This design comes from an exercise in tuning for small area on the open sky130 flow, not from production work.
Only simulation tests tie the RTL to the original design; equivalence was not proved.

before:
==> flow/design.v <==
`timescale 1ns / 1ps
module vga_game(
    input clk, reset, higher_btn, lower_btn, confirm_btn,
    output [2:0] rgb_led, state,
    output o_hsync, o_vsync,
    output [3:0] o_red, o_green, o_blue,
    output [7:0] counter
    );
    function lfsr_fb(input [7:0] v);
        lfsr_fb = v[0] ^ v[2] ^ v[3] ^ v[4];
    endfunction
    reg [2:0] qh, ql;
    always @(posedge clk) begin
        qh <= {qh[1:0], higher_btn};
        ql <= {ql[1:0], lower_btn};
    end
    wire hp = qh[1] & qh[0] & ~qh[2];
    wire lp = ql[1] & ql[0] & ~ql[2];
    reg s2;
    reg [1:0] s10;
    wire [2:0] s = {s2, s10};
    reg f;
    reg [7:0] lfsr, rnum, cnt;
    wire st_idle  = (s == 3'b000);
    wire st_guess = (s[1:0] == 2'b01);
    wire st_get   = (s[1:0] == 2'b10);
    wire st_check = (s[1:0] == 2'b11);
    wire st_res   = (s == 3'b100);
    wire idle_d = (s[2:1] == 2'b00) & ~(s[0] & f);     
    wire over_d = (s == 3'b101) | (st_res & f);         
    wire play_d = ~idle_d & ~over_d;
    wire rst_d  = st_idle & ~f;                         
    wire right = s[2] ^ lfsr_fb(rnum);
    wire rng_en = st_idle | st_res | (st_guess & (hp | lp));
    always @(posedge clk) begin
        if (reset) s10 <= 2'b00;
        else if (st_idle | st_res) s10 <= {1'b0, confirm_btn};
        else if (st_guess) s10 <= (hp | lp) ? 2'b10 : 2'b01;
        else if (st_get) s10 <= 2'b11;
        else s10 <= right ? 2'b01 : 2'b00;
        s2 <= ~reset & (st_res | (st_guess & lp & ~hp) | (st_get & s2) | (st_check & ~right));
        f <= ~reset & ~(st_idle & confirm_btn) & ~(st_check & ~right);
        if (reset) lfsr <= 8'd1;
        else if (rng_en) lfsr <= {lfsr_fb(lfsr), lfsr[7:1]};
        if (st_idle) rnum <= 8'd0;
        else if (st_guess) rnum <= lfsr;
        else if (st_res & ~f) rnum <= {lfsr_fb(rnum), rnum[7:1]};
        if (st_idle) cnt <= 8'd0;
        else if (st_check & right) cnt <= cnt + 8'd1;
    end
    assign state = {s[2] & ~s[1] & ~s[0], s[1:0]};
    assign counter = cnt;
    assign rgb_led = {~idle_d, play_d, play_d | (idle_d & ~rst_d)};
    reg [11:0] hc;
    wire [9:0] h = hc[11:2];
    reg [2:0] vr;
    reg [6:0] vq;
    wire hwrap = hc[11] & hc[10] & (&hc[6:0]);       
    wire vr_wrap = vr[2];                             
    always @(posedge clk) begin
        if (reset) hc <= 12'd3;
        else if (hwrap) hc <= 12'd0;
        else hc <= hc + 12'd1;
        if (reset) vr <= 3'd0;
        else if (hwrap) vr <= vr_wrap ? 3'd0 : vr + 3'd1;
        if (reset) vq <= 7'd0;
        else if (hwrap & vr_wrap) vq <= (vq[6] & vq[5] & vq[3]) ? 7'd0 : vq + 7'd1;    
    end
    assign o_hsync = ~((h >= (657)) && (h <= (751)));
    assign o_vsync = ~(vq == (491) / 5 && vr == (491) % 5);
    wire vtop = (((vq > (60) / 5) || (vq == (60) / 5 && vr >= (60) % 5)) && ((vq < (140) / 5) || (vq == (140) / 5 && vr <= (140) % 5)));
    wire vctr = (((vq > (185) / 5) || (vq == (185) / 5 && vr >= (185) % 5)) && ((vq < (265) / 5) || (vq == (265) / 5 && vr <= (265) % 5)));
    wire t0 = ((h >= (109)) && (h <= (131)));
    wire t1 = ((h >= (139)) && (h <= (161)));
    wire t2 = ((h >= (169)) && (h <= (191)));
    wire c0 = ((h >= (249)) && (h <= (291)));
    wire c1 = ((h >= (299)) && (h <= (341)));
    wire c2 = ((h >= (349)) && (h <= (391)));
    wire num_en = (vtop & (t0 | t1 | t2)) | (vctr & (c0 | c1 | c2));
    wire [7:0] num = vtop ? cnt : rnum;
    function [3:0] add3(input [3:0] x);    
        add3 = {x[3] | (x[2] & x[1]) | (x[2] & x[0]),
                (x[3] & x[0]) | (x[2] & ~x[1] & ~x[0]),
                (x[3] & ~x[0]) | (~x[2] & x[1]) | (x[1] & x[0]),
                (x[3] & ~x[0]) | (~x[3] & ~x[2] & x[0]) | (x[2] & x[1] & ~x[0])};
    endfunction
    wire [3:0] a1 = add3({1'b0, num[7:5]});
    wire [3:0] a2 = add3({a1[2:0], num[4]});
    wire [3:0] a3 = add3({a2[2:0], num[3]});
    wire [3:0] a4 = add3({a3[2:0], num[2]});
    wire [3:0] a5 = add3({a4[2:0], num[1]});
    wire [3:0] b1 = add3({1'b0, a1[3], a2[3], a3[3]});
    wire [3:0] b2 = add3({b1[2:0], a4[3]});
    wire [3:0] d_hun = {2'b00, b1[3], b2[3]};
    wire [3:0] d_ten = {b2[2:0], a5[3]};
    wire [3:0] d_one = {a5[2:0], num[0]};
    wire hx1 = (h >= 10'd136), hx2 = (h >= 10'd168), hx3 = (h >= 10'd192),
         hx4 = (h >= 10'd296), hx5 = (h >= 10'd344);
    wire sel_hun = ~hx1 | (hx3 & ~hx4);
    wire sel_ten = (hx1 & ~hx2) | (hx4 & ~hx5);
    wire [3:0] dig = sel_hun ? d_hun : sel_ten ? d_ten : d_one;
    wire hs = (h == (110)) || (h == (140)) || (h == (170)) || (h == (250)) || (h == (300)) || (h == (350));
    wire he = (h == (130)) || (h == (160)) || (h == (190)) || (h == (290)) || (h == (340)) || (h == (390));
    wire hin = ((h >= (110)) && (h <= (130))) || ((h >= (140)) && (h <= (160))) || ((h >= (170)) && (h <= (190))) ||
               ((h >= (250)) && (h <= (290))) || ((h >= (300)) && (h <= (340))) || ((h >= (350)) && (h <= (390)));
    wire vs = ((vq == (60) / 5 && vr == (60) % 5)) || ((vq == (185) / 5 && vr == (185) % 5));
    wire vm = ((vq == (100) / 5 && vr == (100) % 5)) || ((vq == (225) / 5 && vr == (225) % 5));
    wire ve = ((vq == (140) / 5 && vr == (140) % 5)) || ((vq == (265) / 5 && vr == (265) % 5));
    wire vu = vtop ? (((vq < (100) / 5) || (vq == (100) / 5 && vr <= (100) % 5))) : (((vq < (225) / 5) || (vq == (225) / 5 && vr <= (225) % 5)));
    wire vl = vtop ? (((vq > (100) / 5) || (vq == (100) / 5 && vr >= (100) % 5))) : (((vq > (225) / 5) || (vq == (225) / 5 && vr >= (225) % 5)));
    wire d3 = dig[3], d2 = dig[2], d1 = dig[1], d0 = dig[0];
    wire sg_t  = d3 | d1 | ~(d2 ^ d0);
    wire sg_m  = d3 | (d2 & ~(d1 & d0)) | (~d2 & d1);
    wire sg_b  = (~d2 & ~d0) | (d1 & ~d0) | (~d2 & d1) | (d2 & ~d1 & d0);
    wire sg_lu = d3 | (~d1 & ~d0) | (d2 & ~d1) | (d2 & ~d0);
    wire sg_ll = ~d0 & (~d2 | d1);
    wire sg_ru = ~d2 | ~(d1 ^ d0);
    wire sg_rl = d2 | ~d1 | d0;
    wire black = (sg_t & vs & hin) | (sg_m & vm & hin) | (sg_b & ve & hin) |
                 (sg_lu & hs & vu) | (sg_ll & hs & vl) | (sg_ru & he & vu) | (sg_rl & he & vl);
    reg gl;
    always @(posedge clk) gl <= ~(num_en & black);
    localparam [2:0] C_BLACK = 3'd0, C_WHITE = 3'd4, C_RED = 3'd3, C_GREEN = 3'd7, C_BLUE = 3'd2, C_PURPLE = 3'd6;
    reg [2:0] col, ncol;
    always @(posedge clk) col <= ncol;
    wire box1 = ((h >= (100)) && (h <= (200)) && ((vq > (50) / 5) || (vq == (50) / 5 && vr >= (50) % 5)) && ((vq < (150) / 5) || (vq == (150) / 5 && vr <= (150) % 5)));
    wire box2 = ((h >= (220)) && (h <= (420)) && ((vq > (175) / 5) || (vq == (175) / 5 && vr >= (175) % 5)) && ((vq < (275) / 5) || (vq == (275) / 5 && vr <= (275) % 5)));
    wire vbtn = (((vq > (300) / 5) || (vq == (300) / 5 && vr >= (300) % 5)) && ((vq < (400) / 5) || (vq == (400) / 5 && vr <= (400) % 5)));
    wire boxc = ((h >= (270)) && (h <= (370))) && vbtn;
    wire boxh = ((h >= (120)) && (h <= (220))) && vbtn;
    wire boxl = ((h >= (420)) && (h <= (520))) && vbtn;
    always @(*) begin
        if (!(h < 10'd640 && vq < 7'd96))
            ncol = C_BLACK;
        else if (box1) begin
            if ((h == (100)) || (h == (200)) || (vq == (50) / 5 && vr == (50) % 5) || (vq == (150) / 5 && vr == (150) % 5)) ncol = C_BLACK;
            else if (num_en) ncol = gl ? C_WHITE : C_BLACK;
            else ncol = C_WHITE;
        end else if (box2) begin
            if ((h == (220)) || (h == (420)) || (vq == (175) / 5 && vr == (175) % 5) || (vq == (275) / 5 && vr == (275) % 5)) ncol = C_BLACK;
            else if (num_en) ncol = gl ? C_WHITE : C_BLACK;
            else ncol = C_WHITE;
        end else if (!play_d) begin
            if (boxc) begin
                if ((h == (270)) || (h == (370)) || (vq == (300) / 5 && vr == (300) % 5) || (vq == (400) / 5 && vr == (400) % 5)) ncol = C_BLACK;
                else if ((h >= (290)) && (h <= (350)) && ((vq > (320) / 5) || (vq == (320) / 5 && vr >= (320) % 5)) && ((vq < (380) / 5) || (vq == (380) / 5 && vr <= (380) % 5)) &&
                         ((vq == (320) / 5 && vr == (320) % 5) || (vq == (380) / 5 && vr == (380) % 5) || (h == (290)))) ncol = C_GREEN;
                else ncol = C_WHITE;
            end else
                ncol = over_d ? C_RED : C_WHITE;
        end else begin
            if (boxh) begin
                if ((h == (120)) || (h == (220)) || (vq == (300) / 5 && vr == (300) % 5) || (vq == (400) / 5 && vr == (400) % 5)) ncol = C_BLACK;
                else if ((h >= (140)) && (h <= (200)) && ((vq > (320) / 5) || (vq == (320) / 5 && vr >= (320) % 5)) && ((vq < (380) / 5) || (vq == (380) / 5 && vr <= (380) % 5)) &&
                         ((vq == (350) / 5 && vr == (350) % 5) || (h == (140)) || (h == (200)))) ncol = C_BLUE;
                else ncol = C_WHITE;
            end else if (boxl) begin
                if ((h == (420)) || (h == (520)) || (vq == (300) / 5 && vr == (300) % 5) || (vq == (400) / 5 && vr == (400) % 5)) ncol = C_BLACK;
                else if ((h >= (440)) && (h <= (500)) && ((vq > (320) / 5) || (vq == (320) / 5 && vr >= (320) % 5)) && ((vq < (380) / 5) || (vq == (380) / 5 && vr <= (380) % 5)) &&
                         (((vq == (380) / 5 && vr == (380) % 5) && (h <= (470))) || (h == (440)))) ncol = C_BLUE;
                else ncol = C_WHITE;
            end else
                ncol = C_PURPLE;
        end
    end
    reg [11:0] orgb;
    always @(*) begin
        case (col)
            3'd0: orgb = {4'd0, 4'd0, 4'd0};
            3'd4: orgb = {4'd15, 4'd15, 4'd15};
            3'd3: orgb = {4'd15, 4'd0, 4'd0};
            3'd7: orgb = {4'd0, 4'd15, 4'd0};
            3'd2: orgb = {4'd0, 4'd0, 4'd15};
            3'd6: orgb = {4'd10, 4'd2, 4'd14};
            default: orgb = 12'd0;
        endcase
    end
    assign {o_red, o_green, o_blue} = orgb;
endmodule
export LEC_CHECK = 0
export ABC_AREA = 1
export CAP_MARGIN = 20
export CORE_MARGIN = 2
export CORE_UTILIZATION = 70
export PLACE_DENSITY = 0.8
export SLEW_MARGIN = 20
create_clock -name core_clock -period 10.0 [get_ports {clk}]
standard.sh (not shown) runs the stock make flow with config.mk's settings and CLKGATE_MAP_FILE= SYNTH_SCRIPT=/design/flow/synth_recipe.tcl, a recipe that flattens the netlist after the stock synthesis.
==> flow/flow/run.sh <==
#!/bin/bash
# Layout: the standard flow, with an area-oriented ABC script, unit-size port buffers and a
# clock tree of small buffers without dummy loads. Adders are left to ABC (no ORFS adder map).
set -euo pipefail
W=$PWD
F=$W/flow
export BUFFER_PORTS_ARGS="-buffer_cell sky130_fd_sc_hd__buf_1"
export CTS_ARGS="-sink_clustering_enable -repair_clock_nets -dont_use_dummy_load -buf_list {sky130_fd_sc_hd__clkbuf_4}"
bash standard.sh SYNTH_SCRIPT=$F/synth.tcl ADDER_MAP_FILE= finish > $W/standard.log 2>&1
==> flow/flow/abc_area.script <==
strash
&get -n
&fraig -x
&put
scorr
dc2
strash
&get -n
&deepsyn -I 4 -T 100 -S 1
&put
dch -f
amap
topo
==> flow/flow/synth.tcl <==
# Standard synthesis (synth_recipe.tcl), with an area-oriented ABC script in place of ORFS's.
set flow_dir [file dirname [file normalize [info script]]]
proc abc {args} {
  global flow_dir
  set i [lsearch $args -script]
  if {$i >= 0} { lset args [expr {$i + 1}] [file join $flow_dir abc_area.script] }
  yosys abc {*}$args
}
source [file join [file dirname $flow_dir] synth_recipe.tcl]
### before -> after
--- a/flow/design.v
+++ b/flow/design.v
@@ -53,20 +53,20 @@
     assign rgb_led = {~idle_d, play_d, play_d | (idle_d & ~rst_d)};
     reg [11:0] hc;
     wire [9:0] h = hc[11:2];
     reg [2:0] vr;
     reg [6:0] vq;
-    wire hwrap = hc[11] & hc[10] & (&hc[6:0]);       
-    wire vr_wrap = vr[2];                             
+    wire hwrap = (hc == 12'd3199);
+    wire vr_wrap = (vr == 3'd4);
     always @(posedge clk) begin
         if (reset) hc <= 12'd3;
         else if (hwrap) hc <= 12'd0;
         else hc <= hc + 12'd1;
         if (reset) vr <= 3'd0;
         else if (hwrap) vr <= vr_wrap ? 3'd0 : vr + 3'd1;
         if (reset) vq <= 7'd0;
-        else if (hwrap & vr_wrap) vq <= (vq[6] & vq[5] & vq[3]) ? 7'd0 : vq + 7'd1;    
+        else if (hwrap & vr_wrap) vq <= (vq == 7'd104) ? 7'd0 : vq + 7'd1;
     end
     assign o_hsync = ~((h >= (657)) && (h <= (751)));
     assign o_vsync = ~(vq == (491) / 5 && vr == (491) % 5);
     wire vtop = (((vq > (60) / 5) || (vq == (60) / 5 && vr >= (60) % 5)) && ((vq < (140) / 5) || (vq == (140) / 5 && vr <= (140) % 5)));
     wire vctr = (((vq > (185) / 5) || (vq == (185) / 5 && vr >= (185) % 5)) && ((vq < (265) / 5) || (vq == (265) / 5 && vr <= (265) % 5)));
@@ -92,19 +92,17 @@
     wire [3:0] b1 = add3({1'b0, a1[3], a2[3], a3[3]});
     wire [3:0] b2 = add3({b1[2:0], a4[3]});
     wire [3:0] d_hun = {2'b00, b1[3], b2[3]};
     wire [3:0] d_ten = {b2[2:0], a5[3]};
     wire [3:0] d_one = {a5[2:0], num[0]};
-    wire hx1 = (h >= 10'd136), hx2 = (h >= 10'd168), hx3 = (h >= 10'd192),
-         hx4 = (h >= 10'd296), hx5 = (h >= 10'd344);
-    wire sel_hun = ~hx1 | (hx3 & ~hx4);
-    wire sel_ten = (hx1 & ~hx2) | (hx4 & ~hx5);
-    wire [3:0] dig = sel_hun ? d_hun : sel_ten ? d_ten : d_one;
-    wire hs = (h == (110)) || (h == (140)) || (h == (170)) || (h == (250)) || (h == (300)) || (h == (350));
-    wire he = (h == (130)) || (h == (160)) || (h == (190)) || (h == (290)) || (h == (340)) || (h == (390));
-    wire hin = ((h >= (110)) && (h <= (130))) || ((h >= (140)) && (h <= (160))) || ((h >= (170)) && (h <= (190))) ||
-               ((h >= (250)) && (h <= (290))) || ((h >= (300)) && (h <= (340))) || ((h >= (350)) && (h <= (390)));
+    wire [3:0] dig = (t0 | c0) ? d_hun : (t1 | c1) ? d_ten : d_one;
+    wire hs = vtop ? ((h == (110)) || (h == (140)) || (h == (170)))
+                   : ((h == (250)) || (h == (300)) || (h == (350)));
+    wire he = vtop ? ((h == (130)) || (h == (160)) || (h == (190)))
+                   : ((h == (290)) || (h == (340)) || (h == (390)));
+    wire hin = vtop ? (((h >= (110)) && (h <= (130))) || ((h >= (140)) && (h <= (160))) || ((h >= (170)) && (h <= (190))))
+                    : (((h >= (250)) && (h <= (290))) || ((h >= (300)) && (h <= (340))) || ((h >= (350)) && (h <= (390))));
     wire vs = ((vq == (60) / 5 && vr == (60) % 5)) || ((vq == (185) / 5 && vr == (185) % 5));
     wire vm = ((vq == (100) / 5 && vr == (100) % 5)) || ((vq == (225) / 5 && vr == (225) % 5));
     wire ve = ((vq == (140) / 5 && vr == (140) % 5)) || ((vq == (265) / 5 && vr == (265) % 5));
     wire vu = vtop ? (((vq < (100) / 5) || (vq == (100) / 5 && vr <= (100) % 5))) : (((vq < (225) / 5) || (vq == (225) / 5 && vr <= (225) % 5)));
     wire vl = vtop ? (((vq > (100) / 5) || (vq == (100) / 5 && vr >= (100) % 5))) : (((vq > (225) / 5) || (vq == (225) / 5 && vr >= (225) % 5)));
### Flow results
Diff before -> after: final weighted congestion in routability-driven placement moved up, flip-flop and latch count saw little to no change, synthesized area was more or less identical, depth of the worst register-to-register path decreased by 3 relative to the old numbers.
after: share of the cycle needed by the critical path after routing higher than before
Compared with before, in after final-layout fill cell count shrank by about 4%; met2 wire length shrank by 6.6%.
In after, total global-route track usage is lower than in before.
Internal reg-to-reg setup slack on after is behind before.
Diff after and before: worst setup slack higher in before

-- separate check: timing with driven ports --
Ports are ideal in the flow. The routed layouts listed here were re-timed in OpenROAD.
Step 1 assumes that a clkbuf_16 drives the clock port and a buf_2 every other input.
Step 2 adds t to the input delays and takes it off the output delays; t is the mean of the earliest and latest rising clock arrival at the registers after step 1. Input paths then give back, and output paths get back, about the clock's delay inside the block.
a / b / c = ideal / step 1 / step 2; a / b = the first two.
run	t (ns)	setup WS [ns]	slew at the worst register clock pin (ns)
before	0.444	4.019 / 4.019 / 4.019	0.11 / 0.11
after	0.428	3.467 / 3.467 / 3.467	0.10 / 0.10
After both steps every run listed still meets setup and hold.
